Context: an optimization exercise on an open-source flow, tuned for small area. The choices shown serve that exercise and are no tape-out recipe. Where RTL was checked, it was by simulation tests only, not by an equivalence proof against the original. Power and IR drop assume default switching activity.

==> inputs of job 7724 <==
==> flow/design.v <==
`timescale 1ns / 1ps
module fifo #(parameter WIDTH=64, parameter DEPTH=8)(input clk, res_n, shift_in, shift_out,
                                                    input [WIDTH-1:0] data_in,
                                                    output reg full, empty,
                                                    output reg [WIDTH-1:0] data_out);
    reg [WIDTH-1:0] mem [0:DEPTH-1];
    reg [2:0] rd, wr;
    reg [3:0] cnt;
    always @(posedge clk) begin
        full <= (cnt == DEPTH);
        empty <= (cnt == 0);
        data_out <= mem[rd];
        if (res_n && shift_in)
            mem[wr] <= data_in;
        if (!res_n) begin
            rd <= 3'd0;
            wr <= 3'd0;
            cnt <= 4'd0;
        end else begin
            if (shift_out) rd <= rd + 3'd1;
            if (shift_in) wr <= wr + 3'd1;
            cnt <= cnt + {3'd0, shift_in} - {3'd0, shift_out};
        end
    end
endmodule
==> flow/run.sh <==
#!/bin/bash
# synth_recipe.tcl (not shown) runs the flow's synth.tcl, then flattens the netlist and writes it again
# the make line also repeats each setting of config.mk as NAME=value (left out here)
make -C /OpenROAD-flow-scripts/flow DESIGN_CONFIG=/design/flow/config.mk WORK_HOME=/design/flow/orfs CLKGATE_MAP_FILE= SYNTH_SCRIPT=/design/flow/synth_recipe.tcl finish
==> flow/config.mk <==
export PLATFORM = sky130hd
export DESIGN_NAME = fifo
export DESIGN_NICKNAME = fifo
export VERILOG_FILES = /design/flow/design.v
export SDC_FILE = /design/flow/constraint.sdc
export NUM_CORES = 4
export LEC_CHECK = 0
export CAP_MARGIN = 20
export CORE_MARGIN = 2
export CORE_UTILIZATION = 40
export PLACE_DENSITY = 0.6
export SLEW_MARGIN = 20
==> flow/constraint.sdc <==
create_clock -name core_clock -period 5.0 [get_ports {clk}]
set_input_delay 1.0000 -clock core_clock [delete_from_list [all_inputs] [get_ports {clk}]]
set_output_delay 1.0000 -clock core_clock [all_outputs]
set_load 0.01 [all_outputs]
==> inputs of job 791, as changes to job 7724 <==
==> flow/design.v, changed modules only <==
module fifo #(parameter WIDTH=64, parameter DEPTH=8)(input clk, res_n, shift_in, shift_out,
                                                    input [WIDTH-1:0] data_in,
                                                    output reg full, empty,
                                                    output reg [WIDTH-1:0] data_out);
    reg [WIDTH-1:0] mem [0:DEPTH-1];
    reg [DEPTH-1:0] rd;    
    reg [2:0] wr;
    reg [3:0] cnt;
    reg [WIDTH-1:0] head;
    integer i;
    always @(*) begin
        head = {WIDTH{1'b0}};
        for (i = 0; i < DEPTH; i = i + 1)
            head = head | (mem[i] & {WIDTH{rd[i]}});
    end
    always @(posedge clk) begin
        full <= (cnt == DEPTH);
        empty <= (cnt == 0);
        data_out <= head;
        if (res_n && shift_in)
            mem[wr] <= data_in;
        if (!res_n) begin
            rd <= {{(DEPTH-1){1'b0}}, 1'b1};
            wr <= 3'd0;
            cnt <= 4'd0;
        end else begin
            if (shift_out) rd <= {rd[DEPTH-2:0], rd[DEPTH-1]};
            if (shift_in) wr <= wr + 3'd1;
            cnt <= cnt + {3'd0, shift_in} - {3'd0, shift_out};
        end
    end
endmodule
==> flow/flow/run.sh (new file) <==
#!/bin/bash
set -euo pipefail
export BUFFER_PORTS_ARGS="-buffer_cell sky130_fd_sc_hd__buf_1"
export REMOVE_ABC_BUFFERS=1
export CTS_ARGS="-sink_clustering_enable -repair_clock_nets -sink_clustering_size 20 -sink_clustering_max_diameter 50 -buf_list {sky130_fd_sc_hd__clkbuf_8 sky130_fd_sc_hd__clkbuf_16} -root_buf sky130_fd_sc_hd__clkbuf_16 -sink_clustering_buffer sky130_fd_sc_hd__clkbuf_8 -dont_use_dummy_load"
bash standard.sh finish > standard_flow.log 2>&1
==> flow/standard.sh (new file) <==
#!/bin/bash
# synth_recipe.tcl (not shown) runs the flow's synth.tcl, then flattens the netlist and writes it again
# the make line also repeats each setting of config.mk as NAME=value (left out here)
make -C /OpenROAD-flow-scripts/flow DESIGN_CONFIG=/design/flow/config.mk WORK_HOME=/design/flow/orfs CLKGATE_MAP_FILE= SYNTH_SCRIPT=/design/flow/synth_recipe.tcl "${@:-finish}"
- CAP_MARGIN: 20 -> 0
- CORE_UTILIZATION: 40 -> 60
- GPL_TIMING_DRIVEN: default -> 0
- PLACE_DENSITY: 0.6 -> 0.75
- SLEW_MARGIN: 20 -> 0
removed: flow/run.sh
==> qor summary <==
metric                                                                job 7724                  job 791
Run status                                             complete, no violations  complete, no violations
Global-route wire length before repair                                60930 um                 62160 um
Sequential share of power                                                52.6%                    68.1%
DIE AREA                                                            54640 um^2               35400 um^2
Clock Pin Slew Worst Setup and Hold Paths                              0.06 ns                  0.10 ns
Chip width                                                            233.8 um                 188.2 um
Post-route standard cell area excluding fillers                     25240 um^2               22390 um^2
Non-clk bufs                                                               153                      179
Average wire per standard cell                                        22.27 um                 25.51 um
Diodes inserted                                                              2                        1
Clk pwr share                                                            39.7%                    26.6%
GR Layer Usage met3                                                     3.149%                   4.380%
Most used cell along the critical path                  sky130_fd_sc_hd__buf_4   sky130_fd_sc_hd__buf_6
Tcrit/Tclk final                                                        54.80%                   61.75%
Fill cells                                                                4295                     2213
Clock latency at the later pin of the worst-skew pair                  0.62 ns                  0.53 ns
Total Routing Usage GR                                                  15.01%                   23.58%
Seq/total area                                                          67.00%                   76.03%
No functional check of the RTL was part of job 791.

[port drivers added, routing unchanged]
The results above use ideal ports. As a check the final layouts listed here were re-extracted and re-timed, cells and wires unchanged.
Step 1 assumes that a clkbuf_16 drives the clock port and a buf_2 every other input.
Step 2 also shifts input and output timing later by t, the mid clock arrival at the registers, as if the neighbouring blocks saw the same clock.
Slacks: no drivers / after step 1 / after step 2; pairs: no drivers / after step 1.
| run | t (ns) | setup WS [ns] | worst setup path after step 2 | slew at the worst register clock pin (ns) | cell pins on the clock port's net |
|---|---|---|---|---|---|
| job 7724 | 0.661 | 2.260 / 2.293 / 1.631 | input to register | 0.06 / 0.06 | 1 |
| job 791 | 0.559 | 1.912 / 1.939 / 1.380 | input to register | 0.11 / 0.11 | 1 |
After both steps setup and hold are still met in every run listed. For job 7724, which loses most, drivers alone change the setup slack by +0.033 ns; drivers and shift together by -0.629 ns.
